Context: an optimization exercise on an open-source flow, tuned for small area, a short achievable clock period and few clock cycles per item. The choices shown serve that exercise and are no tape-out recipe. No run shown here included a check of the RTL's function; only the layout flow was run. Power figures rest on the tool's default switching activity, not on a simulated workload.

--- flow/design.v ---
module el2_exu_div_ctl
  (
   input logic           clk,                        
   input logic           rst_l,                      
   input logic           dp_valid,                   
   input logic           dp_unsign,                  
   input logic           dp_rem,                     
   input logic  [31:0]   dividend,                   
   input logic  [31:0]   divisor,                    
   input logic           cancel,                     
   output logic          finish_dly,                 
   output logic [31:0]   out                         
  );
   logic        sv_ff;                  
   logic        it_ff;                  
   logic        fin_ff;                 
   logic [3:0]  cnt_ff;                 
   logic [31:0] r_ff;                   
   logic [31:0] q_ff;                   
   logic [32:0] b_ff;                   
   logic        rem_ff, neg_ff;         
   wire  busy = sv_ff | it_ff;
   wire  last = it_ff & (cnt_ff == 4'd0);
   wire  sa = ~dp_unsign & dividend[31];
   wire  sb = ~dp_unsign & divisor[31];
   wire  bz = (divisor == 32'b0);
   wire [31:0] abs_a, abs_b;
   div_cneg_in u_nega (.s(sa), .x(dividend), .y(abs_a));
   div_cneg_in u_negb (.s(sb), .x(divisor),  .y(abs_b));
   wire        q1, d1_co, q2, d2_co;
   wire [31:0] r1, d2;
   wire [31:0] r_next;
   div_iter u_it (.it(it_ff), .busy(busy), .r(r_ff), .b(b_ff), .abs_a(abs_a), .q1(q1), .co1(d1_co), .q2(q2), .r_next(r_next));
   wire        early = ~d1_co;
   wire [5:0]  clza, clzb;
   div_clz32 u_clza (.x(r_ff), .n(clza));
   div_clz32 u_clzb (.x(b_ff[31:0]), .n(clzb));
   wire [5:0]  sdiff = clzb - clza;                     
   wire        bzero = clzb[5];
   wire [3:0]  m     = (bzero | ~sv_ff) ? 4'hf : sdiff[4:1];
   wire        keep1 = 1'b1;
   wire        go    = it_ff;
   wire        lastq = last;
   wire        qb1   = q1;
   wire        qb2   = q2;
   wire [32:0] b_rot;
   div_rot33 u_rot (.b(b_ff), .m(m), .y(b_rot));
   wire [31:0]  q_next;
   wire [32:0] b_next;
   assign q_next = go ? ((lastq & rem_ff) ? r_next : {q_ff[29:0], qb1, qb2}) :
                   sv_ff ? 32'b0 : (abs_a & {32{dp_rem}});
   assign b_next = busy ? b_rot : {1'b0, abs_b};
   always_ff @(posedge clk or negedge rst_l) begin
      if (!rst_l) begin
         sv_ff  <= 1'b0;
         it_ff  <= 1'b0;
         fin_ff <= 1'b0;
      end
      else begin
         sv_ff  <= dp_valid & ~cancel;
         it_ff  <= ~cancel & ((sv_ff & ~early) | (it_ff & (cnt_ff != 4'd0)));
         fin_ff <= ~cancel & last;
      end
   end
   always_ff @(posedge clk) begin
      cnt_ff <= sv_ff ? m : cnt_ff - 4'd1;
      r_ff   <= r_next;
      q_ff   <= q_next;
      b_ff   <= b_next;
      if (!busy) begin
         rem_ff <= dp_rem;
         neg_ff <= dp_rem ? sa : (sa ^ sb) & ~bz;
      end
   end
   wire [31:0] ans;
   div_cneg_out u_nego (.s(neg_ff), .x(q_ff), .y(ans));
   assign out        = ans;
   assign finish_dly = ~cancel & (fin_ff | (sv_ff & early));
endmodule  
module div_cneg_in (input logic s, input logic [31:0] x, output logic [31:0] y);
   wire yy_po_l0_1 = x[1] | x[0];
   wire yy_po_l0_3 = x[3] | x[2];
   wire yy_po_l0_5 = x[5] | x[4];
   wire yy_po_l0_7 = x[7] | x[6];
   wire yy_po_l0_9 = x[9] | x[8];
   wire yy_po_l0_11 = x[11] | x[10];
   wire yy_po_l0_13 = x[13] | x[12];
   wire yy_po_l0_15 = x[15] | x[14];
   wire yy_po_l0_17 = x[17] | x[16];
   wire yy_po_l0_19 = x[19] | x[18];
   wire yy_po_l0_21 = x[21] | x[20];
   wire yy_po_l0_23 = x[23] | x[22];
   wire yy_po_l0_25 = x[25] | x[24];
   wire yy_po_l0_27 = x[27] | x[26];
   wire yy_po_l0_29 = x[29] | x[28];
   wire yy_po_l1_2 = x[2] | yy_po_l0_1;
   wire yy_po_l1_3 = yy_po_l0_3 | yy_po_l0_1;
   wire yy_po_l1_6 = x[6] | yy_po_l0_5;
   wire yy_po_l1_7 = yy_po_l0_7 | yy_po_l0_5;
   wire yy_po_l1_10 = x[10] | yy_po_l0_9;
   wire yy_po_l1_11 = yy_po_l0_11 | yy_po_l0_9;
   wire yy_po_l1_14 = x[14] | yy_po_l0_13;
   wire yy_po_l1_15 = yy_po_l0_15 | yy_po_l0_13;
   wire yy_po_l1_18 = x[18] | yy_po_l0_17;
   wire yy_po_l1_19 = yy_po_l0_19 | yy_po_l0_17;
   wire yy_po_l1_22 = x[22] | yy_po_l0_21;
   wire yy_po_l1_23 = yy_po_l0_23 | yy_po_l0_21;
   wire yy_po_l1_26 = x[26] | yy_po_l0_25;
   wire yy_po_l1_27 = yy_po_l0_27 | yy_po_l0_25;
   wire yy_po_l1_30 = x[30] | yy_po_l0_29;
   wire yy_po_l2_4 = x[4] | yy_po_l1_3;
   wire yy_po_l2_5 = yy_po_l0_5 | yy_po_l1_3;
   wire yy_po_l2_6 = yy_po_l1_6 | yy_po_l1_3;
   wire yy_po_l2_7 = yy_po_l1_7 | yy_po_l1_3;
   wire yy_po_l2_12 = x[12] | yy_po_l1_11;
   wire yy_po_l2_13 = yy_po_l0_13 | yy_po_l1_11;
   wire yy_po_l2_14 = yy_po_l1_14 | yy_po_l1_11;
   wire yy_po_l2_15 = yy_po_l1_15 | yy_po_l1_11;
   wire yy_po_l2_20 = x[20] | yy_po_l1_19;
   wire yy_po_l2_21 = yy_po_l0_21 | yy_po_l1_19;
   wire yy_po_l2_22 = yy_po_l1_22 | yy_po_l1_19;
   wire yy_po_l2_23 = yy_po_l1_23 | yy_po_l1_19;
   wire yy_po_l2_28 = x[28] | yy_po_l1_27;
   wire yy_po_l2_29 = yy_po_l0_29 | yy_po_l1_27;
   wire yy_po_l2_30 = yy_po_l1_30 | yy_po_l1_27;
   wire yy_po_l3_8 = x[8] | yy_po_l2_7;
   wire yy_po_l3_9 = yy_po_l0_9 | yy_po_l2_7;
   wire yy_po_l3_10 = yy_po_l1_10 | yy_po_l2_7;
   wire yy_po_l3_11 = yy_po_l1_11 | yy_po_l2_7;
   wire yy_po_l3_12 = yy_po_l2_12 | yy_po_l2_7;
   wire yy_po_l3_13 = yy_po_l2_13 | yy_po_l2_7;
   wire yy_po_l3_14 = yy_po_l2_14 | yy_po_l2_7;
   wire yy_po_l3_15 = yy_po_l2_15 | yy_po_l2_7;
   wire yy_po_l3_24 = x[24] | yy_po_l2_23;
   wire yy_po_l3_25 = yy_po_l0_25 | yy_po_l2_23;
   wire yy_po_l3_26 = yy_po_l1_26 | yy_po_l2_23;
   wire yy_po_l3_27 = yy_po_l1_27 | yy_po_l2_23;
   wire yy_po_l3_28 = yy_po_l2_28 | yy_po_l2_23;
   wire yy_po_l3_29 = yy_po_l2_29 | yy_po_l2_23;
   wire yy_po_l3_30 = yy_po_l2_30 | yy_po_l2_23;
   wire yy_po_l4_16 = x[16] | yy_po_l3_15;
   wire yy_po_l4_17 = yy_po_l0_17 | yy_po_l3_15;
   wire yy_po_l4_18 = yy_po_l1_18 | yy_po_l3_15;
   wire yy_po_l4_19 = yy_po_l1_19 | yy_po_l3_15;
   wire yy_po_l4_20 = yy_po_l2_20 | yy_po_l3_15;
   wire yy_po_l4_21 = yy_po_l2_21 | yy_po_l3_15;
   wire yy_po_l4_22 = yy_po_l2_22 | yy_po_l3_15;
   wire yy_po_l4_23 = yy_po_l2_23 | yy_po_l3_15;
   wire yy_po_l4_24 = yy_po_l3_24 | yy_po_l3_15;
   wire yy_po_l4_25 = yy_po_l3_25 | yy_po_l3_15;
   wire yy_po_l4_26 = yy_po_l3_26 | yy_po_l3_15;
   wire yy_po_l4_27 = yy_po_l3_27 | yy_po_l3_15;
   wire yy_po_l4_28 = yy_po_l3_28 | yy_po_l3_15;
   wire yy_po_l4_29 = yy_po_l3_29 | yy_po_l3_15;
   wire yy_po_l4_30 = yy_po_l3_30 | yy_po_l3_15;
   wire [30:0] yy_po;
   assign yy_po[0] = x[0];
   assign yy_po[1] = yy_po_l0_1;
   assign yy_po[2] = yy_po_l1_2;
   assign yy_po[3] = yy_po_l1_3;
   assign yy_po[4] = yy_po_l2_4;
   assign yy_po[5] = yy_po_l2_5;
   assign yy_po[6] = yy_po_l2_6;
   assign yy_po[7] = yy_po_l2_7;
   assign yy_po[8] = yy_po_l3_8;
   assign yy_po[9] = yy_po_l3_9;
   assign yy_po[10] = yy_po_l3_10;
   assign yy_po[11] = yy_po_l3_11;
   assign yy_po[12] = yy_po_l3_12;
   assign yy_po[13] = yy_po_l3_13;
   assign yy_po[14] = yy_po_l3_14;
   assign yy_po[15] = yy_po_l3_15;
   assign yy_po[16] = yy_po_l4_16;
   assign yy_po[17] = yy_po_l4_17;
   assign yy_po[18] = yy_po_l4_18;
   assign yy_po[19] = yy_po_l4_19;
   assign yy_po[20] = yy_po_l4_20;
   assign yy_po[21] = yy_po_l4_21;
   assign yy_po[22] = yy_po_l4_22;
   assign yy_po[23] = yy_po_l4_23;
   assign yy_po[24] = yy_po_l4_24;
   assign yy_po[25] = yy_po_l4_25;
   assign yy_po[26] = yy_po_l4_26;
   assign yy_po[27] = yy_po_l4_27;
   assign yy_po[28] = yy_po_l4_28;
   assign yy_po[29] = yy_po_l4_29;
   assign yy_po[30] = yy_po_l4_30;
   wire [31:0] yy;
   assign yy[0] = x[0];
   assign yy[31:1] = x[31:1] ^ ({31{s}} & yy_po);
   assign y = yy;
endmodule
module div_cneg_out (input logic s, input logic [31:0] x, output logic [31:0] y);
   wire yy_po_l0_1 = x[1] | x[0];
   wire yy_po_l0_3 = x[3] | x[2];
   wire yy_po_l0_5 = x[5] | x[4];
   wire yy_po_l0_7 = x[7] | x[6];
   wire yy_po_l0_9 = x[9] | x[8];
   wire yy_po_l0_11 = x[11] | x[10];
   wire yy_po_l0_13 = x[13] | x[12];
   wire yy_po_l0_15 = x[15] | x[14];
   wire yy_po_l0_17 = x[17] | x[16];
   wire yy_po_l0_19 = x[19] | x[18];
   wire yy_po_l0_21 = x[21] | x[20];
   wire yy_po_l0_23 = x[23] | x[22];
   wire yy_po_l0_25 = x[25] | x[24];
   wire yy_po_l0_27 = x[27] | x[26];
   wire yy_po_l0_29 = x[29] | x[28];
   wire yy_po_l1_2 = x[2] | yy_po_l0_1;
   wire yy_po_l1_3 = yy_po_l0_3 | yy_po_l0_1;
   wire yy_po_l1_6 = x[6] | yy_po_l0_5;
   wire yy_po_l1_7 = yy_po_l0_7 | yy_po_l0_5;
   wire yy_po_l1_10 = x[10] | yy_po_l0_9;
   wire yy_po_l1_11 = yy_po_l0_11 | yy_po_l0_9;
   wire yy_po_l1_14 = x[14] | yy_po_l0_13;
   wire yy_po_l1_15 = yy_po_l0_15 | yy_po_l0_13;
   wire yy_po_l1_18 = x[18] | yy_po_l0_17;
   wire yy_po_l1_19 = yy_po_l0_19 | yy_po_l0_17;
   wire yy_po_l1_22 = x[22] | yy_po_l0_21;
   wire yy_po_l1_23 = yy_po_l0_23 | yy_po_l0_21;
   wire yy_po_l1_26 = x[26] | yy_po_l0_25;
   wire yy_po_l1_27 = yy_po_l0_27 | yy_po_l0_25;
   wire yy_po_l1_30 = x[30] | yy_po_l0_29;
   wire yy_po_l2_4 = x[4] | yy_po_l1_3;
   wire yy_po_l2_5 = yy_po_l0_5 | yy_po_l1_3;
   wire yy_po_l2_6 = yy_po_l1_6 | yy_po_l1_3;
   wire yy_po_l2_7 = yy_po_l1_7 | yy_po_l1_3;
   wire yy_po_l2_12 = x[12] | yy_po_l1_11;
   wire yy_po_l2_13 = yy_po_l0_13 | yy_po_l1_11;
   wire yy_po_l2_14 = yy_po_l1_14 | yy_po_l1_11;
   wire yy_po_l2_15 = yy_po_l1_15 | yy_po_l1_11;
   wire yy_po_l2_20 = x[20] | yy_po_l1_19;
   wire yy_po_l2_21 = yy_po_l0_21 | yy_po_l1_19;
   wire yy_po_l2_22 = yy_po_l1_22 | yy_po_l1_19;
   wire yy_po_l2_23 = yy_po_l1_23 | yy_po_l1_19;
   wire yy_po_l2_28 = x[28] | yy_po_l1_27;
   wire yy_po_l2_29 = yy_po_l0_29 | yy_po_l1_27;
   wire yy_po_l2_30 = yy_po_l1_30 | yy_po_l1_27;
   wire yy_po_l3_8 = x[8] | yy_po_l2_7;
   wire yy_po_l3_9 = yy_po_l0_9 | yy_po_l2_7;
   wire yy_po_l3_10 = yy_po_l1_10 | yy_po_l2_7;
   wire yy_po_l3_11 = yy_po_l1_11 | yy_po_l2_7;
   wire yy_po_l3_12 = yy_po_l2_12 | yy_po_l2_7;
   wire yy_po_l3_13 = yy_po_l2_13 | yy_po_l2_7;
   wire yy_po_l3_14 = yy_po_l2_14 | yy_po_l2_7;
   wire yy_po_l3_15 = yy_po_l2_15 | yy_po_l2_7;
   wire yy_po_l3_24 = x[24] | yy_po_l2_23;
   wire yy_po_l3_25 = yy_po_l0_25 | yy_po_l2_23;
   wire yy_po_l3_26 = yy_po_l1_26 | yy_po_l2_23;
   wire yy_po_l3_27 = yy_po_l1_27 | yy_po_l2_23;
   wire yy_po_l3_28 = yy_po_l2_28 | yy_po_l2_23;
   wire yy_po_l3_29 = yy_po_l2_29 | yy_po_l2_23;
   wire yy_po_l3_30 = yy_po_l2_30 | yy_po_l2_23;
   wire yy_po_l4_16 = x[16] | yy_po_l3_15;
   wire yy_po_l4_17 = yy_po_l0_17 | yy_po_l3_15;
   wire yy_po_l4_18 = yy_po_l1_18 | yy_po_l3_15;
   wire yy_po_l4_19 = yy_po_l1_19 | yy_po_l3_15;
   wire yy_po_l4_20 = yy_po_l2_20 | yy_po_l3_15;
   wire yy_po_l4_21 = yy_po_l2_21 | yy_po_l3_15;
   wire yy_po_l4_22 = yy_po_l2_22 | yy_po_l3_15;
   wire yy_po_l4_23 = yy_po_l2_23 | yy_po_l3_15;
   wire yy_po_l4_24 = yy_po_l3_24 | yy_po_l3_15;
   wire yy_po_l4_25 = yy_po_l3_25 | yy_po_l3_15;
   wire yy_po_l4_26 = yy_po_l3_26 | yy_po_l3_15;
   wire yy_po_l4_27 = yy_po_l3_27 | yy_po_l3_15;
   wire yy_po_l4_28 = yy_po_l3_28 | yy_po_l3_15;
   wire yy_po_l4_29 = yy_po_l3_29 | yy_po_l3_15;
   wire yy_po_l4_30 = yy_po_l3_30 | yy_po_l3_15;
   wire [30:0] yy_po;
   assign yy_po[0] = x[0];
   assign yy_po[1] = yy_po_l0_1;
   assign yy_po[2] = yy_po_l1_2;
   assign yy_po[3] = yy_po_l1_3;
   assign yy_po[4] = yy_po_l2_4;
   assign yy_po[5] = yy_po_l2_5;
   assign yy_po[6] = yy_po_l2_6;
   assign yy_po[7] = yy_po_l2_7;
   assign yy_po[8] = yy_po_l3_8;
   assign yy_po[9] = yy_po_l3_9;
   assign yy_po[10] = yy_po_l3_10;
   assign yy_po[11] = yy_po_l3_11;
   assign yy_po[12] = yy_po_l3_12;
   assign yy_po[13] = yy_po_l3_13;
   assign yy_po[14] = yy_po_l3_14;
   assign yy_po[15] = yy_po_l3_15;
   assign yy_po[16] = yy_po_l4_16;
   assign yy_po[17] = yy_po_l4_17;
   assign yy_po[18] = yy_po_l4_18;
   assign yy_po[19] = yy_po_l4_19;
   assign yy_po[20] = yy_po_l4_20;
   assign yy_po[21] = yy_po_l4_21;
   assign yy_po[22] = yy_po_l4_22;
   assign yy_po[23] = yy_po_l4_23;
   assign yy_po[24] = yy_po_l4_24;
   assign yy_po[25] = yy_po_l4_25;
   assign yy_po[26] = yy_po_l4_26;
   assign yy_po[27] = yy_po_l4_27;
   assign yy_po[28] = yy_po_l4_28;
   assign yy_po[29] = yy_po_l4_29;
   assign yy_po[30] = yy_po_l4_30;
   wire [31:0] yy;
   assign yy[0] = x[0];
   assign yy[31:1] = x[31:1] ^ ({31{s}} & yy_po);
   assign y = yy;
endmodule
module div_clz32 (input logic [31:0] x, output logic [5:0] n);
   wire c_v0_0 = x[1] | x[0];
   wire c_z0_0 = ~x[1];
   wire c_v0_1 = x[3] | x[2];
   wire c_z0_1 = ~x[3];
   wire c_v0_2 = x[5] | x[4];
   wire c_z0_2 = ~x[5];
   wire c_v0_3 = x[7] | x[6];
   wire c_z0_3 = ~x[7];
   wire c_v0_4 = x[9] | x[8];
   wire c_z0_4 = ~x[9];
   wire c_v0_5 = x[11] | x[10];
   wire c_z0_5 = ~x[11];
   wire c_v0_6 = x[13] | x[12];
   wire c_z0_6 = ~x[13];
   wire c_v0_7 = x[15] | x[14];
   wire c_z0_7 = ~x[15];
   wire c_v0_8 = x[17] | x[16];
   wire c_z0_8 = ~x[17];
   wire c_v0_9 = x[19] | x[18];
   wire c_z0_9 = ~x[19];
   wire c_v0_10 = x[21] | x[20];
   wire c_z0_10 = ~x[21];
   wire c_v0_11 = x[23] | x[22];
   wire c_z0_11 = ~x[23];
   wire c_v0_12 = x[25] | x[24];
   wire c_z0_12 = ~x[25];
   wire c_v0_13 = x[27] | x[26];
   wire c_z0_13 = ~x[27];
   wire c_v0_14 = x[29] | x[28];
   wire c_z0_14 = ~x[29];
   wire c_v0_15 = x[31] | x[30];
   wire c_z0_15 = ~x[31];
   wire c_v1_0 = c_v0_1 | c_v0_0;
   wire c_z1_0_0 = c_v0_1 ? c_z0_1 : c_z0_0;
   wire c_v1_1 = c_v0_3 | c_v0_2;
   wire c_z1_1_0 = c_v0_3 ? c_z0_3 : c_z0_2;
   wire c_v1_2 = c_v0_5 | c_v0_4;
   wire c_z1_2_0 = c_v0_5 ? c_z0_5 : c_z0_4;
   wire c_v1_3 = c_v0_7 | c_v0_6;
   wire c_z1_3_0 = c_v0_7 ? c_z0_7 : c_z0_6;
   wire c_v1_4 = c_v0_9 | c_v0_8;
   wire c_z1_4_0 = c_v0_9 ? c_z0_9 : c_z0_8;
   wire c_v1_5 = c_v0_11 | c_v0_10;
   wire c_z1_5_0 = c_v0_11 ? c_z0_11 : c_z0_10;
   wire c_v1_6 = c_v0_13 | c_v0_12;
   wire c_z1_6_0 = c_v0_13 ? c_z0_13 : c_z0_12;
   wire c_v1_7 = c_v0_15 | c_v0_14;
   wire c_z1_7_0 = c_v0_15 ? c_z0_15 : c_z0_14;
   wire c_v2_0 = c_v1_1 | c_v1_0;
   wire c_z2_0_0 = c_v1_1 ? ~c_v0_3 : ~c_v0_1;
   wire c_z2_0_1 = c_v1_1 ? c_z1_1_0 : c_z1_0_0;
   wire c_v2_1 = c_v1_3 | c_v1_2;
   wire c_z2_1_0 = c_v1_3 ? ~c_v0_7 : ~c_v0_5;
   wire c_z2_1_1 = c_v1_3 ? c_z1_3_0 : c_z1_2_0;
   wire c_v2_2 = c_v1_5 | c_v1_4;
   wire c_z2_2_0 = c_v1_5 ? ~c_v0_11 : ~c_v0_9;
   wire c_z2_2_1 = c_v1_5 ? c_z1_5_0 : c_z1_4_0;
   wire c_v2_3 = c_v1_7 | c_v1_6;
   wire c_z2_3_0 = c_v1_7 ? ~c_v0_15 : ~c_v0_13;
   wire c_z2_3_1 = c_v1_7 ? c_z1_7_0 : c_z1_6_0;
   wire c_v3_0 = c_v2_1 | c_v2_0;
   wire c_z3_0_0 = c_v2_1 ? ~c_v1_3 : ~c_v1_1;
   wire c_z3_0_1 = c_v2_1 ? c_z2_1_0 : c_z2_0_0;
   wire c_z3_0_2 = c_v2_1 ? c_z2_1_1 : c_z2_0_1;
   wire c_v3_1 = c_v2_3 | c_v2_2;
   wire c_z3_1_0 = c_v2_3 ? ~c_v1_7 : ~c_v1_5;
   wire c_z3_1_1 = c_v2_3 ? c_z2_3_0 : c_z2_2_0;
   wire c_z3_1_2 = c_v2_3 ? c_z2_3_1 : c_z2_2_1;
   wire c_v4_0 = c_v3_1 | c_v3_0;
   wire c_z4_0_0 = c_v3_1 ? ~c_v2_3 : ~c_v2_1;
   wire c_z4_0_1 = c_v3_1 ? c_z3_1_0 : c_z3_0_0;
   wire c_z4_0_2 = c_v3_1 ? c_z3_1_1 : c_z3_0_1;
   wire c_z4_0_3 = c_v3_1 ? c_z3_1_2 : c_z3_0_2;
   wire [5:0] c = {~c_v4_0, c_v4_0 & ~c_v3_1, c_v4_0 & c_z4_0_0, c_v4_0 & c_z4_0_1, c_v4_0 & c_z4_0_2, c_v4_0 & c_z4_0_3};
   assign n = c;
endmodule
module div_rot33 (input logic [32:0] b, input logic [3:0] m, output logic [32:0] y);
   wire [32:0] b_r1  = {b[31:0], b[32]};
   wire [32:0] b_r2  = m[0] ? {b_r1[30:0], b_r1[32:31]} : b_r1;
   wire [32:0] b_r4  = m[1] ? {b_r2[28:0], b_r2[32:29]} : b_r2;
   wire [32:0] b_r8  = m[2] ? {b_r4[24:0], b_r4[32:25]} : b_r4;
   assign y          = m[3] ? {b_r8[16:0], b_r8[32:17]} : b_r8;
endmodule
module div_iter (input logic it, input logic busy, input logic [31:0] r, input logic [32:0] b, input logic [31:0] abs_a,
                 output logic q1, output logic co1, output logic q2, output logic [31:0] r_next);
   wire [33:0] s1_x = {2'b0, r};
   wire [33:0] s1_b = {1'b0, b};
   wire [33:0] d1_p0 = s1_x ^ ~s1_b;
   wire [33:0] d1_g0 = s1_x & ~s1_b;
   wire d1_g1_1 = d1_g0[1] | (d1_p0[1] & (d1_g0[0] | d1_p0[0]));
   wire d1_g1_3 = d1_g0[3] | (d1_p0[3] & d1_g0[2]);
   wire d1_p1_3 = d1_p0[3] & d1_p0[2];
   wire d1_g1_5 = d1_g0[5] | (d1_p0[5] & d1_g0[4]);
   wire d1_p1_5 = d1_p0[5] & d1_p0[4];
   wire d1_g1_7 = d1_g0[7] | (d1_p0[7] & d1_g0[6]);
   wire d1_p1_7 = d1_p0[7] & d1_p0[6];
   wire d1_g1_9 = d1_g0[9] | (d1_p0[9] & d1_g0[8]);
   wire d1_p1_9 = d1_p0[9] & d1_p0[8];
   wire d1_g1_11 = d1_g0[11] | (d1_p0[11] & d1_g0[10]);
   wire d1_p1_11 = d1_p0[11] & d1_p0[10];
   wire d1_g1_13 = d1_g0[13] | (d1_p0[13] & d1_g0[12]);
   wire d1_p1_13 = d1_p0[13] & d1_p0[12];
   wire d1_g1_15 = d1_g0[15] | (d1_p0[15] & d1_g0[14]);
   wire d1_p1_15 = d1_p0[15] & d1_p0[14];
   wire d1_g1_17 = d1_g0[17] | (d1_p0[17] & d1_g0[16]);
   wire d1_p1_17 = d1_p0[17] & d1_p0[16];
   wire d1_g1_19 = d1_g0[19] | (d1_p0[19] & d1_g0[18]);
   wire d1_p1_19 = d1_p0[19] & d1_p0[18];
   wire d1_g1_21 = d1_g0[21] | (d1_p0[21] & d1_g0[20]);
   wire d1_p1_21 = d1_p0[21] & d1_p0[20];
   wire d1_g1_23 = d1_g0[23] | (d1_p0[23] & d1_g0[22]);
   wire d1_p1_23 = d1_p0[23] & d1_p0[22];
   wire d1_g1_25 = d1_g0[25] | (d1_p0[25] & d1_g0[24]);
   wire d1_p1_25 = d1_p0[25] & d1_p0[24];
   wire d1_g1_27 = d1_g0[27] | (d1_p0[27] & d1_g0[26]);
   wire d1_p1_27 = d1_p0[27] & d1_p0[26];
   wire d1_g1_29 = d1_g0[29] | (d1_p0[29] & d1_g0[28]);
   wire d1_p1_29 = d1_p0[29] & d1_p0[28];
   wire d1_g1_31 = d1_g0[31] | (d1_p0[31] & d1_g0[30]);
   wire d1_p1_31 = d1_p0[31] & d1_p0[30];
   wire d1_g1_33 = d1_g0[33] | (d1_p0[33] & d1_g0[32]);
   wire d1_p1_33 = d1_p0[33] & d1_p0[32];
   wire d1_g2_3 = d1_g1_3 | (d1_p1_3 & d1_g1_1);
   wire d1_g2_7 = d1_g1_7 | (d1_p1_7 & d1_g1_5);
   wire d1_p2_7 = d1_p1_7 & d1_p1_5;
   wire d1_g2_11 = d1_g1_11 | (d1_p1_11 & d1_g1_9);
   wire d1_p2_11 = d1_p1_11 & d1_p1_9;
   wire d1_g2_15 = d1_g1_15 | (d1_p1_15 & d1_g1_13);
   wire d1_p2_15 = d1_p1_15 & d1_p1_13;
   wire d1_g2_19 = d1_g1_19 | (d1_p1_19 & d1_g1_17);
   wire d1_p2_19 = d1_p1_19 & d1_p1_17;
   wire d1_g2_23 = d1_g1_23 | (d1_p1_23 & d1_g1_21);
   wire d1_p2_23 = d1_p1_23 & d1_p1_21;
   wire d1_g2_27 = d1_g1_27 | (d1_p1_27 & d1_g1_25);
   wire d1_p2_27 = d1_p1_27 & d1_p1_25;
   wire d1_g2_31 = d1_g1_31 | (d1_p1_31 & d1_g1_29);
   wire d1_p2_31 = d1_p1_31 & d1_p1_29;
   wire d1_g3_7 = d1_g2_7 | (d1_p2_7 & d1_g2_3);
   wire d1_g3_15 = d1_g2_15 | (d1_p2_15 & d1_g2_11);
   wire d1_p3_15 = d1_p2_15 & d1_p2_11;
   wire d1_g3_23 = d1_g2_23 | (d1_p2_23 & d1_g2_19);
   wire d1_p3_23 = d1_p2_23 & d1_p2_19;
   wire d1_g3_31 = d1_g2_31 | (d1_p2_31 & d1_g2_27);
   wire d1_p3_31 = d1_p2_31 & d1_p2_27;
   wire d1_g4_15 = d1_g3_15 | (d1_p3_15 & d1_g3_7);
   wire d1_g4_31 = d1_g3_31 | (d1_p3_31 & d1_g3_23);
   wire d1_p4_31 = d1_p3_31 & d1_p3_23;
   wire d1_g5_31 = d1_g4_31 | (d1_p4_31 & d1_g4_15);
   wire d1_g7_23 = d1_g3_23 | (d1_p3_23 & d1_g4_15);
   wire d1_g8_11 = d1_g2_11 | (d1_p2_11 & d1_g3_7);
   wire d1_g8_19 = d1_g2_19 | (d1_p2_19 & d1_g4_15);
   wire d1_g8_27 = d1_g2_27 | (d1_p2_27 & d1_g7_23);
   wire d1_g9_5 = d1_g1_5 | (d1_p1_5 & d1_g2_3);
   wire d1_g9_9 = d1_g1_9 | (d1_p1_9 & d1_g3_7);
   wire d1_g9_13 = d1_g1_13 | (d1_p1_13 & d1_g8_11);
   wire d1_g9_17 = d1_g1_17 | (d1_p1_17 & d1_g4_15);
   wire d1_g9_21 = d1_g1_21 | (d1_p1_21 & d1_g8_19);
   wire d1_g9_25 = d1_g1_25 | (d1_p1_25 & d1_g7_23);
   wire d1_g9_29 = d1_g1_29 | (d1_p1_29 & d1_g8_27);
   wire d1_g9_33 = d1_g1_33 | (d1_p1_33 & d1_g5_31);
   wire d1_g10_2 = d1_g0[2] | (d1_p0[2] & d1_g1_1);
   wire d1_g10_4 = d1_g0[4] | (d1_p0[4] & d1_g2_3);
   wire d1_g10_6 = d1_g0[6] | (d1_p0[6] & d1_g9_5);
   wire d1_g10_8 = d1_g0[8] | (d1_p0[8] & d1_g3_7);
   wire d1_g10_10 = d1_g0[10] | (d1_p0[10] & d1_g9_9);
   wire d1_g10_12 = d1_g0[12] | (d1_p0[12] & d1_g8_11);
   wire d1_g10_14 = d1_g0[14] | (d1_p0[14] & d1_g9_13);
   wire d1_g10_16 = d1_g0[16] | (d1_p0[16] & d1_g4_15);
   wire d1_g10_18 = d1_g0[18] | (d1_p0[18] & d1_g9_17);
   wire d1_g10_20 = d1_g0[20] | (d1_p0[20] & d1_g8_19);
   wire d1_g10_22 = d1_g0[22] | (d1_p0[22] & d1_g9_21);
   wire d1_g10_24 = d1_g0[24] | (d1_p0[24] & d1_g7_23);
   wire d1_g10_26 = d1_g0[26] | (d1_p0[26] & d1_g9_25);
   wire d1_g10_28 = d1_g0[28] | (d1_p0[28] & d1_g8_27);
   wire d1_g10_30 = d1_g0[30] | (d1_p0[30] & d1_g9_29);
   wire d1_g10_32 = d1_g0[32] | (d1_p0[32] & d1_g5_31);
   wire [33:0] d1_c = {d1_g9_33, d1_g10_32, d1_g5_31, d1_g10_30, d1_g9_29, d1_g10_28, d1_g8_27, d1_g10_26, d1_g9_25, d1_g10_24, d1_g7_23, d1_g10_22, d1_g9_21, d1_g10_20, d1_g8_19, d1_g10_18, d1_g9_17, d1_g10_16, d1_g4_15, d1_g10_14, d1_g9_13, d1_g10_12, d1_g8_11, d1_g10_10, d1_g9_9, d1_g10_8, d1_g3_7, d1_g10_6, d1_g9_5, d1_g10_4, d1_g2_3, d1_g10_2, d1_g1_1, (d1_g0[0] | d1_p0[0])};
   wire [33:0] d1 = d1_p0 ^ {d1_c[32:0], 1'b1};
   wire d1_co = d1_c[33];
   assign co1 = d1_co;
   assign q1  = it & d1_co;
   wire [31:0] r1 = q1 ? d1[31:0] : r;
   wire [32:0] s2_x = {1'b0, r1};
   wire [32:0] s2_b = {1'b0, b[32:1]};
   wire [32:0] d2_p0 = s2_x ^ ~s2_b;
   wire [32:0] d2_g0 = s2_x & ~s2_b;
   wire d2_g1_1 = d2_g0[1] | (d2_p0[1] & (d2_g0[0] | d2_p0[0]));
   wire d2_g1_3 = d2_g0[3] | (d2_p0[3] & d2_g0[2]);
   wire d2_p1_3 = d2_p0[3] & d2_p0[2];
   wire d2_g1_5 = d2_g0[5] | (d2_p0[5] & d2_g0[4]);
   wire d2_p1_5 = d2_p0[5] & d2_p0[4];
   wire d2_g1_7 = d2_g0[7] | (d2_p0[7] & d2_g0[6]);
   wire d2_p1_7 = d2_p0[7] & d2_p0[6];
   wire d2_g1_9 = d2_g0[9] | (d2_p0[9] & d2_g0[8]);
   wire d2_p1_9 = d2_p0[9] & d2_p0[8];
   wire d2_g1_11 = d2_g0[11] | (d2_p0[11] & d2_g0[10]);
   wire d2_p1_11 = d2_p0[11] & d2_p0[10];
   wire d2_g1_13 = d2_g0[13] | (d2_p0[13] & d2_g0[12]);
   wire d2_p1_13 = d2_p0[13] & d2_p0[12];
   wire d2_g1_15 = d2_g0[15] | (d2_p0[15] & d2_g0[14]);
   wire d2_p1_15 = d2_p0[15] & d2_p0[14];
   wire d2_g1_17 = d2_g0[17] | (d2_p0[17] & d2_g0[16]);
   wire d2_p1_17 = d2_p0[17] & d2_p0[16];
   wire d2_g1_19 = d2_g0[19] | (d2_p0[19] & d2_g0[18]);
   wire d2_p1_19 = d2_p0[19] & d2_p0[18];
   wire d2_g1_21 = d2_g0[21] | (d2_p0[21] & d2_g0[20]);
   wire d2_p1_21 = d2_p0[21] & d2_p0[20];
   wire d2_g1_23 = d2_g0[23] | (d2_p0[23] & d2_g0[22]);
   wire d2_p1_23 = d2_p0[23] & d2_p0[22];
   wire d2_g1_25 = d2_g0[25] | (d2_p0[25] & d2_g0[24]);
   wire d2_p1_25 = d2_p0[25] & d2_p0[24];
   wire d2_g1_27 = d2_g0[27] | (d2_p0[27] & d2_g0[26]);
   wire d2_p1_27 = d2_p0[27] & d2_p0[26];
   wire d2_g1_29 = d2_g0[29] | (d2_p0[29] & d2_g0[28]);
   wire d2_p1_29 = d2_p0[29] & d2_p0[28];
   wire d2_g1_31 = d2_g0[31] | (d2_p0[31] & d2_g0[30]);
   wire d2_p1_31 = d2_p0[31] & d2_p0[30];
   wire d2_g2_3 = d2_g1_3 | (d2_p1_3 & d2_g1_1);
   wire d2_g2_7 = d2_g1_7 | (d2_p1_7 & d2_g1_5);
   wire d2_p2_7 = d2_p1_7 & d2_p1_5;
   wire d2_g2_11 = d2_g1_11 | (d2_p1_11 & d2_g1_9);
   wire d2_p2_11 = d2_p1_11 & d2_p1_9;
   wire d2_g2_15 = d2_g1_15 | (d2_p1_15 & d2_g1_13);
   wire d2_p2_15 = d2_p1_15 & d2_p1_13;
   wire d2_g2_19 = d2_g1_19 | (d2_p1_19 & d2_g1_17);
   wire d2_p2_19 = d2_p1_19 & d2_p1_17;
   wire d2_g2_23 = d2_g1_23 | (d2_p1_23 & d2_g1_21);
   wire d2_p2_23 = d2_p1_23 & d2_p1_21;
   wire d2_g2_27 = d2_g1_27 | (d2_p1_27 & d2_g1_25);
   wire d2_p2_27 = d2_p1_27 & d2_p1_25;
   wire d2_g2_31 = d2_g1_31 | (d2_p1_31 & d2_g1_29);
   wire d2_p2_31 = d2_p1_31 & d2_p1_29;
   wire d2_g3_7 = d2_g2_7 | (d2_p2_7 & d2_g2_3);
   wire d2_g3_15 = d2_g2_15 | (d2_p2_15 & d2_g2_11);
   wire d2_p3_15 = d2_p2_15 & d2_p2_11;
   wire d2_g3_23 = d2_g2_23 | (d2_p2_23 & d2_g2_19);
   wire d2_p3_23 = d2_p2_23 & d2_p2_19;
   wire d2_g3_31 = d2_g2_31 | (d2_p2_31 & d2_g2_27);
   wire d2_p3_31 = d2_p2_31 & d2_p2_27;
   wire d2_g4_15 = d2_g3_15 | (d2_p3_15 & d2_g3_7);
   wire d2_g4_31 = d2_g3_31 | (d2_p3_31 & d2_g3_23);
   wire d2_p4_31 = d2_p3_31 & d2_p3_23;
   wire d2_g5_31 = d2_g4_31 | (d2_p4_31 & d2_g4_15);
   wire d2_g7_23 = d2_g3_23 | (d2_p3_23 & d2_g4_15);
   wire d2_g8_11 = d2_g2_11 | (d2_p2_11 & d2_g3_7);
   wire d2_g8_19 = d2_g2_19 | (d2_p2_19 & d2_g4_15);
   wire d2_g8_27 = d2_g2_27 | (d2_p2_27 & d2_g7_23);
   wire d2_g9_5 = d2_g1_5 | (d2_p1_5 & d2_g2_3);
   wire d2_g9_9 = d2_g1_9 | (d2_p1_9 & d2_g3_7);
   wire d2_g9_13 = d2_g1_13 | (d2_p1_13 & d2_g8_11);
   wire d2_g9_17 = d2_g1_17 | (d2_p1_17 & d2_g4_15);
   wire d2_g9_21 = d2_g1_21 | (d2_p1_21 & d2_g8_19);
   wire d2_g9_25 = d2_g1_25 | (d2_p1_25 & d2_g7_23);
   wire d2_g9_29 = d2_g1_29 | (d2_p1_29 & d2_g8_27);
   wire d2_g10_2 = d2_g0[2] | (d2_p0[2] & d2_g1_1);
   wire d2_g10_4 = d2_g0[4] | (d2_p0[4] & d2_g2_3);
   wire d2_g10_6 = d2_g0[6] | (d2_p0[6] & d2_g9_5);
   wire d2_g10_8 = d2_g0[8] | (d2_p0[8] & d2_g3_7);
   wire d2_g10_10 = d2_g0[10] | (d2_p0[10] & d2_g9_9);
   wire d2_g10_12 = d2_g0[12] | (d2_p0[12] & d2_g8_11);
   wire d2_g10_14 = d2_g0[14] | (d2_p0[14] & d2_g9_13);
   wire d2_g10_16 = d2_g0[16] | (d2_p0[16] & d2_g4_15);
   wire d2_g10_18 = d2_g0[18] | (d2_p0[18] & d2_g9_17);
   wire d2_g10_20 = d2_g0[20] | (d2_p0[20] & d2_g8_19);
   wire d2_g10_22 = d2_g0[22] | (d2_p0[22] & d2_g9_21);
   wire d2_g10_24 = d2_g0[24] | (d2_p0[24] & d2_g7_23);
   wire d2_g10_26 = d2_g0[26] | (d2_p0[26] & d2_g9_25);
   wire d2_g10_28 = d2_g0[28] | (d2_p0[28] & d2_g8_27);
   wire d2_g10_30 = d2_g0[30] | (d2_p0[30] & d2_g9_29);
   wire d2_g10_32 = d2_g0[32] | (d2_p0[32] & d2_g5_31);
   wire [32:0] d2_c = {d2_g10_32, d2_g5_31, d2_g10_30, d2_g9_29, d2_g10_28, d2_g8_27, d2_g10_26, d2_g9_25, d2_g10_24, d2_g7_23, d2_g10_22, d2_g9_21, d2_g10_20, d2_g8_19, d2_g10_18, d2_g9_17, d2_g10_16, d2_g4_15, d2_g10_14, d2_g9_13, d2_g10_12, d2_g8_11, d2_g10_10, d2_g9_9, d2_g10_8, d2_g3_7, d2_g10_6, d2_g9_5, d2_g10_4, d2_g2_3, d2_g10_2, d2_g1_1, (d2_g0[0] | d2_p0[0])};
   wire [32:0] d2 = d2_p0 ^ {d2_c[31:0], 1'b1};
   wire d2_co = d2_c[32];
   assign q2  = it & d2_co;
   assign r_next = q2 ? d2[31:0] : (busy ? r1 : abs_a);
endmodule
--- flow/flow/run.sh ---
#!/bin/bash
# The standard layout (standard.sh), with these changes in how the layout is made:
#  - every input and output port still gets its own buffer, but a plain buf_1
#    (OpenROAD's buffer_ports -buffer_cell) instead of the default delay buffer;
#    the resizer upsizes it where timing needs;
#  - any further ORFS variables listed in flow/extra_vars (one NAME=value per line).
# make's output goes to flow.log; ORFS keeps each step's own log under orfs/logs.
set -euo pipefail
MARGIN=${MARGIN:-6.8}
PORTBUF=${PORTBUF:-sky130_fd_sc_hd__buf_1}
EXTRA="'BUFFER_PORTS_ARGS=-buffer_cell ${PORTBUF}'"
if [[ -f flow/extra_vars ]]; then
  while read -r line; do
    [[ -z "$line" || "$line" == \#* ]] && continue
    EXTRA="$EXTRA '$line'"
  done < flow/extra_vars
fi
sed -E -e "s/SETUP_SLACK_MARGIN=[^ ]+/SETUP_SLACK_MARGIN=${MARGIN}/" \
       -e "s|CLKGATE_MAP_FILE= |CLKGATE_MAP_FILE= ${EXTRA} |" \
       standard.sh > standard_mod.sh
grep -q "BUFFER_PORTS_ARGS" standard_mod.sh
bash standard_mod.sh > flow.log 2>&1
--- flow/flow/extra_vars ---
SKIP_INCREMENTAL_REPAIR=1
--- flow/standard.sh ---
#!/bin/bash
# synth_recipe.tcl (not shown) runs the flow's synth.tcl, then flattens the netlist and writes it again
# the make line also repeats each setting of config.mk as NAME=value (left out here)
make -C /OpenROAD-flow-scripts/flow DESIGN_CONFIG=/design/flow/config.mk WORK_HOME=/design/flow/orfs CLKGATE_MAP_FILE= SYNTH_SCRIPT=/design/flow/synth_recipe.tcl "${@:-finish}"
--- flow/config.mk ---
export PLATFORM = sky130hd
export DESIGN_NAME = el2_exu_div_ctl
export DESIGN_NICKNAME = el2_exu_div_ctl
export VERILOG_FILES = /design/flow/design.v
export SDC_FILE = /design/flow/constraint.sdc
export NUM_CORES = 8
export LEC_CHECK = 0
export CAP_MARGIN = 40
export CORE_MARGIN = 2
export CORE_UTILIZATION = 40
export SETUP_SLACK_MARGIN = 5
export SLEW_MARGIN = 40
export SYNTH_HIERARCHICAL = 1
export SYNTH_MINIMUM_KEEP_SIZE = 0
--- flow/constraint.sdc ---
create_clock -name core_clock -period 12.0 [get_ports {clk}]
set_input_delay 2.4000 -clock core_clock [delete_from_list [all_inputs] [get_ports {clk}]]
set_output_delay 2.4000 -clock core_clock [all_outputs]
set_load 0.01 [all_outputs]
==> results.txt, run 1 <==
status=timing/DRC/antenna clean; Final Hold Viols=0; Post-Synthesis Cells=1285; First DRT Iteration DRCs=995; CP Max Fanout=12; Critical Path Start Type=register; Total Routed Length=40800 um; Via Count=11300; R2R setup slack=6160 ps; Cell Pwr Density=333 nW/um2; Placed Cells incl. Taps=1712; setup_tns=0 ps; NumNets Final=1562; Worst R2R Start=r_ff[0]$_DFF_P_; DR vias/cell=6.33; Top Ports=103; Die Wd=178 um; filler cell count=2850; Storage cell area=2220 um2; Clock Sinks=106; Core Region=29800 um2; Worst R2R Path Depth=24; Initial DRT Pass Iterations=5; Final setup viols=0; minimum clock period=5840 ps; fin crit share=0.487; largest net degree at the start of global routing=44; Inserted Diodes=0; final worst setup slack=6160 ps; number of buffers added for setup after CTS=55; HPWL after detailed placement=30300 um; Clock Tree Buf Depth=2; Mapped Area=12100 um2; Hold Buf Count CTS=0; Data required, critical path=12260 ps; GP Congestion=0.939; first-pass GRT wire length=62700 um; syn_nets=1454; worst slack, placed=5190 ps; CTS buffer count=9; most frequent cells in the layout=xnor2_1 (121), buf_1 (101), inv_1 (88); Hold Path Class=reg2reg; footprint of the multi-input gates=9640 um2; Slew Limit Fails=0; fraction of layout cells with a size suffix above 1=0.244; WP data arrival=6100 ps; endpoint type of the worst setup path=register; commonest non-fill, non-tap cell in the layout=xnor2_1; die area=31800 um2; WHS Endpoint=cnt_ff[0]$_DFF_P_; initial core utilization=0.408; Relative slew margins=0.409; Buffers on Ports=102; drt wl/cell=22.8 um; Cell Count, Final, Fillers Out=1788; FMAX=171 MHz; row count=63; Leak=5.50 nW; Area Overhead vs Synth=16.4%; post-CTS resize count=131; Pwr Total=4.71 mW; kind of critical path=reg2reg; gr usage total=0.257; CTS tree=done; clock slew seen by the registers of the worst setup and hold paths=90 ps; Congestion Overflow GR=0; Skew-Pair Late Insertion Delay=370 ps; WHS Path Cells=1; Max-cap violations=0; peak supply drop=0.129 mV; Clock Tree Root=clkbuf_16; DRC=0; initial antenna violation count=0; post-route ant nets=0; Die Ht=178 um; syn_area_per_cell=9.45 um2; Worst Max-Slew Pin Slew=878 ps; Worst Min Path Start=cnt_ff[0]$_DFF_P_; R2R Path End=q_ff[25]$_DFF_P_; Yosys warning total=7; final clock skew=10.5 ps; vias in the first global route=10900; H-tree Lvls=3
## per-stage QoR
stage           util  cell area, um2  hold WS (ps)
2_1_floorplan      -           12200           441
3_3_place_gp   0.425           12700           475
3_5_place_dp   0.428           12800           478
4_1_cts        0.474           14100           490
5_1_grt        0.474           14100           504
6_report       0.474           14100           487
## registers in the layout (all words and copies together) (netlist names)
name and flops:
b_ff 33, cnt_ff 4, fin_ff 1, it_ff 1, neg_ff 1, q_ff 32, r_ff 32, rem_ff 1
sv_ff 1
## report_power, final
group | total (mW) | switching [mW] | internal [mW]
clock network | 0.320 | 0.170 | 0.150
registers | 0.879 | 0.354 | 0.525
logic | 3.51 | 1.81 | 1.70
total | 4.71 | 2.33 | 2.37
## layer usage
metal  vias up  part of all wire  GRT usage
met5         -                 0          0
met4         0             0.038     0.0986
met3       104             0.066     0.0458
met2       485              0.48      0.428
met1      5605              0.41      0.331
li1       5123                 -          -
## worst max path at each step
stage	from	end	slack, ps	cells after the start
after global routing	r_ff[0]$_DFF_P_	q_ff[30]$_DFF_P_	5870	28
final	r_ff[0]$_DFF_P_	q_ff[25]$_DFF_P_	6160	24
after floorplan	b_ff[1]$_DFF_P_	q_ff[30]$_DFF_P_	6800	22
after CTS	r_ff[0]$_DFF_P_	q_ff[30]$_DFF_P_	6300	28
after detailed placement	b_ff[9]$_DFF_P_	q_ff[29]$_DFF_P_	5190	21
after global placement	b_ff[9]$_DFF_P_	q_ff[25]$_DFF_P_	5290	21
## critical path, cell delays in order, from the launching register on
cell       delay, ps
dfxtp_4          370
inv_2             60
ha_4             120
inv_2             30
fa_2             400
a211oi_2         250
o21ai_2          100
buf_4            150
o2111ai_4        240
a211oi_4         140
o21a_4           310
o21ai_0          450
nand2_1          150
ha_1             370
a21o_1           210
a21o_1           200
a21oi_4          200
a311oi_2         150
or2_4            290
a21oi_1          230
inv_1             90
fa_1             400
xor2_1           170
mux2_2           280
a221o_1          320
## final cells by class
class / instances / share of cell area
clock buffer: 9 / 0.0159
timing repair inverter: 1 / 0.000531
tap: 390 / 0.0345
timing repair buffer: 171 / 0.0786
clock inverter: 7 / 0.00575
sequential: 106 / 0.157
inverter: 94 / 0.0254
multi-input combinational: 1010 / 0.682
==> run 2: changes to the inputs <==
removed: flow/flow/extra_vars
==> run 2 against run 1 <==
Net effect: area after synthesis is the same; total power grew 5.8%; sequential power is essentially flat; register-to-register slack gained 150 ps; clock power is essentially flat; global-route usage is the same; sequential share of layout area shrank 0.51 points; fmax grew 2.6%; final cell count grew 1.5%; design area grew 3.9%; die area is the same; non-clock buffer count grew 26.
==> results.txt, run 2 <==
Leak=5.69 nW (was 5.50 nW); Storage cell area=2230 um2 (was 2220 um2); CTS tree=done (unchanged); Clock Tree Buf Depth=2 (unchanged); Yosys warning total=7 (unchanged); Slowest-stage cell, CP=fa_2 (was o21ai_0); Die Wd=178 um (unchanged); final worst setup slack=6300 ps (was 6160 ps); Slew Limit Fails=0 (unchanged); DRC=0 (unchanged); die area=31800 um2 (unchanged); initial core utilization=0.408 (unchanged); Top Ports=103 (unchanged); Skew-Pair Late Insertion Delay=380 ps (was 370 ps); gr usage total=0.257 (unchanged); Hold Buf Count CTS=0 (unchanged); fraction of layout cells with a size suffix above 1=0.285 (was 0.244); Data required, critical path=12270 ps (was 12260 ps); HPWL after detailed placement=30300 um (unchanged); Final setup viols=0 (unchanged); status=timing/DRC/antenna clean (unchanged); Inserted Diodes=0 (unchanged); endpoint type of the worst setup path=register (unchanged); CP peak stage delay=460 ps (was 450 ps); Final Hold Viols=0 (unchanged); most frequent cells in the layout=xnor2_1 (119), buf_1 (101), inv_1 (86) (was xnor2_1 (121), buf_1 (101), inv_1 (88)); CP Max Fanout=3 (was 12); Relative slew margins=0.435 (was 0.409); Reg with most FFs=b_ff (unchanged); max FFs per register=33 (unchanged); minimum clock period=5700 ps (was 5840 ps); kind of critical path=reg2reg (unchanged); drt wl/cell=23.3 um (was 22.8 um); Area Overhead vs Synth=20.9% (was 16.4%); Hold Path Class=reg2reg (unchanged); GP Congestion=0.939 (unchanged); post-route ant nets=0 (unchanged); commonest non-fill, non-tap cell in the layout=xnor2_1 (unchanged); Buffers on Ports=102 (unchanged); first-pass GRT wire length=62700 um (unchanged); vias in the first global route=10900 (unchanged); largest net degree at the start of global routing=44 (unchanged); Clock Tree Root=clkbuf_16 (unchanged); setup_tns=0 ps (unchanged); worst slack, placed=5190 ps (unchanged); First DRT Iteration DRCs=1135 (was 995); clock slew seen by the registers of the worst setup and hold paths=90 ps (about the same); filler cell count=2769 (was 2850); final clock skew=12.9 ps (was 10.5 ps); row count=63 (unchanged); H-tree Lvls=3 (unchanged); Clock Sinks=106 (unchanged); Congestion Overflow GR=0 (unchanged); FMAX=176 MHz (was 171 MHz); Total Routed Length=42300 um (was 40800 um); DR vias/cell=6.38 (was 6.33); Via Count=11600 (was 11300); footprint of the multi-input gates=9890 um2 (was 9640 um2); initial antenna violation count=0 (unchanged); DP Area=12800 um2 (unchanged); Mapped Area=12100 um2 (unchanged); WP data arrival=5970 ps (was 6100 ps); Max-cap violations=0 (unchanged); CTS buffer count=9 (unchanged); fin crit share=0.475 (was 0.487); RSZ-0062 raised after global routing=true; syn_nets=1454 (unchanged); Post-Synthesis Cells=1285 (unchanged); NumNets Final=1588 (was 1562); Largest regs=b_ff: 33 flops, q_ff: 32 flops, r_ff: 32 flops (unchanged); Critical Path Start Type=register (unchanged); Worst Max-Slew Pin Slew=840 ps (was 878 ps); peak supply drop=0.130 mV (was 0.129 mV); Core Region=29800 um2 (unchanged); syn_area_per_cell=9.45 um2 (unchanged); Die Ht=178 um (unchanged); Cell Pwr Density=339 nW/um2 (was 333 nW/um2); post-route cell area=14700 um2 (was 14100 um2); Initial DRT Pass Iterations=6 (was 5)
-- run 2: stage by stage --
step                instances   util  hold slack (ps)  power (mW)
finish                   1814  0.493              487        4.98
global route             1814  0.493              504        5.29
CTS                      1788  0.474              490        4.62
detailed placement       1712  0.428              478        3.92
global placement         1708  0.425              475        3.89
floorplan                1285      -              441        3.07
-- run 2: routing by layer --
metal,GRT usage,share of wire
met5,0,0
met4,0.0986,0.037
met3,0.0458,0.072
met2,0.428,0.48
met1,0.331,0.41
-- run 2: final timing paths --
path | slack [ps] | end | cells past startpoint | startpoint
setup / recovery | 6300 | q_ff[26]$_DFF_P_ | 28 | r_ff[0]$_DFF_P_
hold / removal | 490 | cnt_ff[0]$_DFF_P_ | 1 | cnt_ff[0]$_DFF_P_
setup reg to reg | 6300 | q_ff[26]$_DFF_P_ | 28 | r_ff[0]$_DFF_P_
hold reg to reg | 490 | cnt_ff[0]$_DFF_P_ | 1 | cnt_ff[0]$_DFF_P_
max in group asynchronous | 10030 | it_ff$_DFF_PN0_ | 1 | rst_l
min in group asynchronous | 1810 | fin_ff$_DFF_PN0_ | 1 | rst_l
-- run 2: power breakdown --
group	internal (mW)	switching, mW	leakage (nW)
Sequential	0.528	0.351	0.914
Combinational	1.84	1.94	4.63
Clock	0.150	0.171	0.150
Total	2.52	2.46	5.69
-- run 2: repair_timing --
item	CTS	global route
buffers inserted	55	23
pin swaps	48	46
setup endpoints to repair	79	86
cloned	5	2
hold endpoints to repair	0	0
gates resized for setup	131	72
-- run 2: cell type report --
class                           instances  share of cell area
Clock buffer                            9              0.0153
Clock inverter                          7             0.00554
Inverter                               94              0.0246
Multi-Input combinational cell       1010               0.674
Sequential cell                       106               0.152
Tap cell                              390              0.0332
Timing Repair Buffer                  197              0.0951
Timing Repair inverter                  1            0.000511
-- run 2: critical path, delay by kind of cell, from the launching register on --
family	cells	cell delay, ps
AO/OA/AOI/OAI	15	2580
AND/OR/NAND/NOR	4	620
flip-flops	1	370
XOR/XNOR	1	200
adder cells (fa/ha/maj)	5	1580
buffers and inverters	3	210

port drivers added, routing unchanged:
No port has a modelled driver above. Below, the same layouts with a new extraction and two added sets of constraints. Step 1 sets driving cells, clkbuf_16 on the clock port and buf_2 on the other inputs (assumed; they add their load-dependent delay and slew). Step 2 also shifts input and output timing later by t, the mid clock arrival at the registers, as if the neighbouring blocks saw the same clock. Three values: ideal ports, drivers, drivers and shift; two values: the first two.
| run | t, ns | setup slack, ns | slew at the worst register clock pin (ns) | pins driven straight from the clock port |
|---|---|---|---|---|
| run 1 | 0.421 | 6.158 / 6.158 / 6.158 | 0.09 / 0.09 | 1 |
| run 2 | 0.424 | 6.304 / 6.304 / 6.304 | 0.09 / 0.09 | 1 |
After both steps setup and hold are still met in every run listed.
